This is an optimization exercise on Yosys and OpenROAD, whose aim is small area, not a production implementation.
The RTL was checked by simulation tests, not by an equivalence proof against the original design.

## flow/design.v (module list and top-level ports; edited modules follow where they fit)
// module wht_1d: 2510 lines
module wht_1d #(
    parameter  WIDTH0 = 8,
    parameter  WIDTH1 = 11,
    parameter  WIDTH2 = 13
)(
    input   wire                            clk,
    input   wire                            rst_n,
    input   wire    signed  [WIDTH0-1:0]    blk_i0,
    input   wire    signed  [WIDTH0-1:0]    blk_i1,
    input   wire    signed  [WIDTH0-1:0]    blk_i2,
    input   wire    signed  [WIDTH0-1:0]    blk_i3,
    input   wire    signed  [WIDTH0-1:0]    blk_i4,
    input   wire    signed  [WIDTH0-1:0]    blk_i5,
    input   wire    signed  [WIDTH0-1:0]    blk_i6,
    input   wire    signed  [WIDTH0-1:0]    blk_i7,
    input   wire    signed  [WIDTH0-1:0]    blk_i8,
    input   wire    signed  [WIDTH0-1:0]    blk_i9,
    input   wire    signed  [WIDTH0-1:0]    blk_i10,
    input   wire    signed  [WIDTH0-1:0]    blk_i11,
    input   wire    signed  [WIDTH0-1:0]    blk_i12,
    input   wire    signed  [WIDTH0-1:0]    blk_i13,
    input   wire    signed  [WIDTH0-1:0]    blk_i14,
    input   wire    signed  [WIDTH0-1:0]    blk_i15,
    input   wire                            blk_ivalid,
    output  wire            [WIDTH2-1:0]    blk_o0,
    output  wire            [WIDTH2-1:0]    blk_o1,
    output  wire            [WIDTH2-1:0]    blk_o2,
    output  wire            [WIDTH2-1:0]    blk_o3,
    output  wire            [WIDTH2-1:0]    blk_o4,
    output  wire            [WIDTH2-1:0]    blk_o5,
    output  wire            [WIDTH2-1:0]    blk_o6,
    output  wire            [WIDTH2-1:0]    blk_o7,
    output  wire            [WIDTH2-1:0]    blk_o8,
    output  wire            [WIDTH2-1:0]    blk_o9,
    output  wire            [WIDTH2-1:0]    blk_o10,
    output  wire            [WIDTH2-1:0]    blk_o11,
    output  wire            [WIDTH2-1:0]    blk_o12,
    output  wire            [WIDTH2-1:0]    blk_o13,
    output  wire            [WIDTH2-1:0]    blk_o14,
    output  wire            [WIDTH2-1:0]    blk_o15,
    output  reg                             blk_ovalid
);
  // ...
==> flow/run.sh <==
#!/bin/bash
# synth_recipe.tcl (not shown) runs the flow's synth.tcl, then flattens the netlist and writes it again
# the make line also repeats each setting of config.mk as NAME=value (left out here)
make -C /OpenROAD-flow-scripts/flow DESIGN_CONFIG=/design/flow/config.mk WORK_HOME=/design/flow/orfs CLKGATE_MAP_FILE= SYNTH_SCRIPT=/design/flow/synth_recipe.tcl finish
==> flow/config.mk <==
export PLATFORM = sky130hd
export DESIGN_NAME = wht_1d
export DESIGN_NICKNAME = wht_1d
export VERILOG_FILES = /design/flow/design.v
export SDC_FILE = /design/flow/constraint.sdc
export NUM_CORES = 8
export LEC_CHECK = 0
export CAP_MARGIN = 20
export CORE_MARGIN = 2
export CORE_UTILIZATION = 50
export PLACE_DENSITY = 0.65
export SLEW_MARGIN = 20
==> flow/constraint.sdc <==
create_clock -name core_clock -period 10.0 [get_ports {clk}]
set_input_delay 2.0000 -clock core_clock [delete_from_list [all_inputs] [get_ports {clk}]]
set_output_delay 2.0000 -clock core_clock [all_outputs]
set_load 0.01 [all_outputs]
==> impl_metrics.tcl, run 1 <==
set metrics [dict create \
    multi_input_cells 1936 \
    worstPathRequired_ns 8.00 \
    status "no timing/DRC/antenna violations" \
    crit_path_start "r4_6[0]$_DFF_P_" \
    diodes 0 \
    post-place-ws_ns 0.3060 \
    grt_overflow 0 \
    yosys.area_share.xor_xnor_pct 14.26 \
    fin_area_um2 35690 \
    cts_buffer_depth 3 \
    grt_pass1_vias 21030 \
    hold_buffers 0 \
    path_cells "inv_1 -> ha_1 -> fa_1 -> fa_1 -> fa_1 -> fa_1 -> fa_1 -> fa_1 -> fa_1 -> nand2_1 -> nand2_1 -> o21ai_0 -> fa_1 -> inv_1 -> fa_1 -> fa_1 -> inv_1 -> ha_1 -> a21o_1 -> a31oi_1 -> xor2_2 -> clkdlybuf4s50_1" \
    path_class "flop to output port" \
    cp_slowest_cell "fa_1" \
    seq_share_pct 29.00 \
    post_cts_buffers 1 \
    fill_cells 5262 \
    antenna_left 0 \
    drcViolationCount 0 \
    synth_edf_count 0 \
    finalSetupTns_ns 0 \
    drt_iter0_drc 952 \
    multi_input_area_um2 17510 \
    synth-simple-area-share_pct 8.210 \
    nNonClkInverters 463 \
    rrSetupSlack_ns 9.52 \
    final_cell_mix "dfxtp_1, inv_1, clkdlybuf4s50_1, xnor2_1, ha_1" \
    fp.dieArea_um2 63700 \
    buffers 361 \
    hpwl_um 68010 \
    cts_tree "done" \
    io_buffers 339 \
    layout_setup_ws_ns 0.2555 \
    drive_above_1_share_pct 6.468 \
    fin_hold_ws_ns 0.3099 \
    cts_resized 16 \
    endpoint_kind "output port" \
    met1_usage_pct 32.67 \
    yosysTopAreaCell "dfxtp_1" \
    grt_use_met3_pct 4.315 \
    slew_violations 0 \
    die_h_um 252.4 \
]
==> inputs of run 2 (changes only) <==
--- a/flow/config.mk
+++ b/flow/config.mk
@@ -6,7 +6,8 @@
 export NUM_CORES = 8
 export LEC_CHECK = 0
+export ABC_AREA = 1
 export CAP_MARGIN = 20
 export CORE_MARGIN = 2
-export CORE_UTILIZATION = 50
-export PLACE_DENSITY = 0.65
+export CORE_UTILIZATION = 60
+export PLACE_DENSITY = 0.75
 export SLEW_MARGIN = 20
==> impl_metrics.tcl, run 2 <==
set metrics [dict create \
    yosys-top-cells-area "dfxtp_1, nand2_1, fa_1, ha_1, inv_1" \
    synth_edf_count 0 \
    antenna_found_initial 0 \
    rr_worst_depth 0 \
    syn-instance-count 4024 \
    hpwl_um 58570 \
    start_util_pct 60.86 \
    tightest_slew_ns 0.8807 \
    wl_per_cell_um 14.21 \
    worstPathRequired_ns 8.00 \
    hold_viol_final 0 \
    fin_crit_sh_pct 95.03 \
    arrival_ns 7.50 \
    diodes 0 \
    cts_buffer_depth 3 \
    slew_violations 0 \
    layout_commonest_cell "nand2_1" \
    vias 23530 \
    max_cap_violations 0 \
    grt_start_max_net_pins 17 \
    ys_types 42 \
    num_io_pins 340 \
    path_class "flop to output port" \
    ys.flop_type "dfxtp_1" \
    final_cell_mix "nand2_1, inv_1, dfxtp_1, clkdlybuf4s50_1, ha_1" \
    rsz0062_at_grt "no" \
    wl_um 70000 \
    finalSetupViolCount 0 \
    grt_use_total_pct 25.53 \
    drcViolationCount 0 \
    grt_overflow 0 \
    area_growth_pct 13.82 \
    drtPass1Iterations 8 \
    yosys-top-cells-count "nand2_1, inv_1, dfxtp_1" \
    synth_seq_cells 516 \
    grt_pass1_wl_um 111500 \
    clock_latency_ns 0.59 \
    slew_headroom_pct 41.29 \
    cts.clk_slew.worst_paths_ns 0.07 \
    synth_most_common_cell "nand2_1" \
    fp.dieArea_um2 55380 \
    synth_top_area_share_pct 31.92 \
    yosysSeqAreaShare_pct 32.23 \
    cts_made_buffers 48 \
    postSynth.asyncResetShare_pct 0.7752 \
    row_count 84 \
    io_buffers 339 \
    drt_iter0_drc 1026 \
    synth_area_um2 32110 \
    syn_avg_cell_area_um2 7.979 \
    final_nets 4726 \
    hold_buffers 0 \
    clockRootBuffer "clkbuf_16" \
    grt_pass1_vias 22750 \
    syn_nets 4550 \
    yosysTopAreaCell "dfxtp_1" \
    fmax_ghz 0.1052 \
    endpoint_kind "output port" \
    cts_resized 0 \
    finClkSkew_ns 0.01628 \
    drive_above_1_share_pct 6.818 \
    fin_cells 4927 \
    routed_via_density 4.776 \
    path_max_fanout 3 \
    antenna_left 0 \
    post_cts_buffers 0 \
    hold_path_depth 0 \
    status "no timing/DRC/antenna violations" \
    dp.cells 4838 \
    min_path_type "flop to flop" \
    die_w_um 235.3 \
    finalSetupTns_ns 0 \
    ys_warn_count 1 \
    fin_crit_ns 9.503 \
    critPathLaunchType "flop" \
    cts_tree "done" \
    die_h_um 235.3 \
    place_congestion 0.9228 \
    cts.htree.levels 2 \
    cts_sinks 516 \
    core_um2 52760 \
]
==> run 2: changes by cell type in the layout (fill, tap and decap cells not counted), sizes merged, moves of 49 or more <==
cell	delta
nand2	+1252
nor2	-101
xor2	+60
nand2b	-49
maj3	-85
a21oi	-73
inv	+289
xnor2	-167
nand3	+178
==> run 2: worst paths after layout <==
path	start	slack [ns]	to
setup reg to reg	r3_5[4]$_DFF_P_	9.49	r4_5[4]$_DFF_P_
hold / removal	r2_3[5]$_DFF_P_	0.32	r3_3[5]$_DFF_P_
hold reg to reg	r2_3[5]$_DFF_P_	0.32	r3_3[5]$_DFF_P_
max in group asynchronous	rst_n	8.24	blk_ivalid_s1$_DFF_PN0_
setup / recovery	r4_15[0]$_DFF_P_	0.50	blk_o3[9]
min in group asynchronous	rst_n	1.59	blk_ivalid_s2$_DFF_PN0_
==> run 2: cells by family (layout without fill, tap and decap cells) <==
kind of cell / Yosys count / count (layout) / share of synthesized area (%)
simple gates: 1666 / 1666 / 21.71
buf+inv: 962 / 1177 / 13.69
flops: 516 / 516 / 32.23
fa+ha+maj: 398 / 398 / 19.04
xor+xnor: 347 / 347 / 10.49
compound gates: 135 / 135 / 2.829
==> run 2: area by class of cell <==
class | instances | area (µm²)
tap | 688 | 860.8
clock inverter | 26 | 375.4
fill | 4251 | 16220
multi-input combinational | 2546 | 17360
sequential | 516 | 10350
inverter | 748 | 2808
clock buffer | 63 | 1389
timing repair buffer | 340 | 3401
==> run 2: critical path: stages (launching register included) <==
cell and delay [ns]:
dfxtp_1 0.35, ha_1 0.14, inv_1 0.04, fa_1 0.38, fa_1 0.40, fa_1 0.42, fa_1 0.41, fa_1 0.47
fa_1 0.42, fa_1 0.60, inv_1 0.10, ha_1 0.33, inv_1 0.06, nand2_1 0.06, nand2_1 0.10, maj3_1 0.40
fa_1 0.52, fa_1 0.62, inv_1 0.08, ha_1 0.31, xor2_1 0.14, clkdlybuf4s50_1 0.55
==> run 2: stage by stage <==
step | hold WS [ns] | instance area, µm² | setup slack, ns | utilization (%)
after CTS | 0.3159 | 36550 | 0.4943 | 69.27
after global placement | 0.3101 | 34780 | 1.227 | 65.92
after floorplan | 0.3096 | 32110 | 2.101 | -
after detailed placement | 0.3121 | 34780 | 1.173 | 65.92
after global routing | 0.3192 | 36550 | 0.2677 | 69.27
final | 0.3156 | 36550 | 0.4970 | 69.27
==> run 2: metal layers <==
metal | track usage (%) | up-vias | part of all wire (%)
met5 | 0 | - | 0
met4 | 8.396 | 0 | 3.2
met3 | 3.354 | 114 | 5.3
met2 | 44.16 | 511 | 47
met1 | 33.09 | 10730 | 45
li1 | - | 12170 | -

port drivers added, routing unchanged:
In the flow no input, the clock included, has a driving cell. The finished layouts below were timed again as built, in two steps. Step 1 (the two cells are an assumption about what drives the block):
set clk [get_ports {clk}]
set_driving_cell -lib_cell sky130_fd_sc_hd__clkbuf_16 $clk
set_driving_cell -lib_cell sky130_fd_sc_hd__buf_2 [delete_from_list [all_inputs] $clk]
Step 2 also shifts input and output timing later by t, the mid clock arrival at the registers, as if the neighbouring blocks saw the same clock. a / b / c = ideal ports / drivers / drivers and shift; a / b = the first two.
run | shift t [ns] | setup slack, ns | latest minus earliest clock arrival (ns) | worst register clock-pin slew, ns | worst data-port slew with drivers (ns)
run 1 | 0.646 | 0.256 / 0.195 / 0.841 | 0.029 / 0.028 | 0.07 / 0.07 | 0.08
run 2 | 0.650 | 0.497 / 0.437 / 1.087 | 0.031 / 0.030 | 0.07 / 0.07 | 0.06
After both steps setup and hold are still met in every run listed.
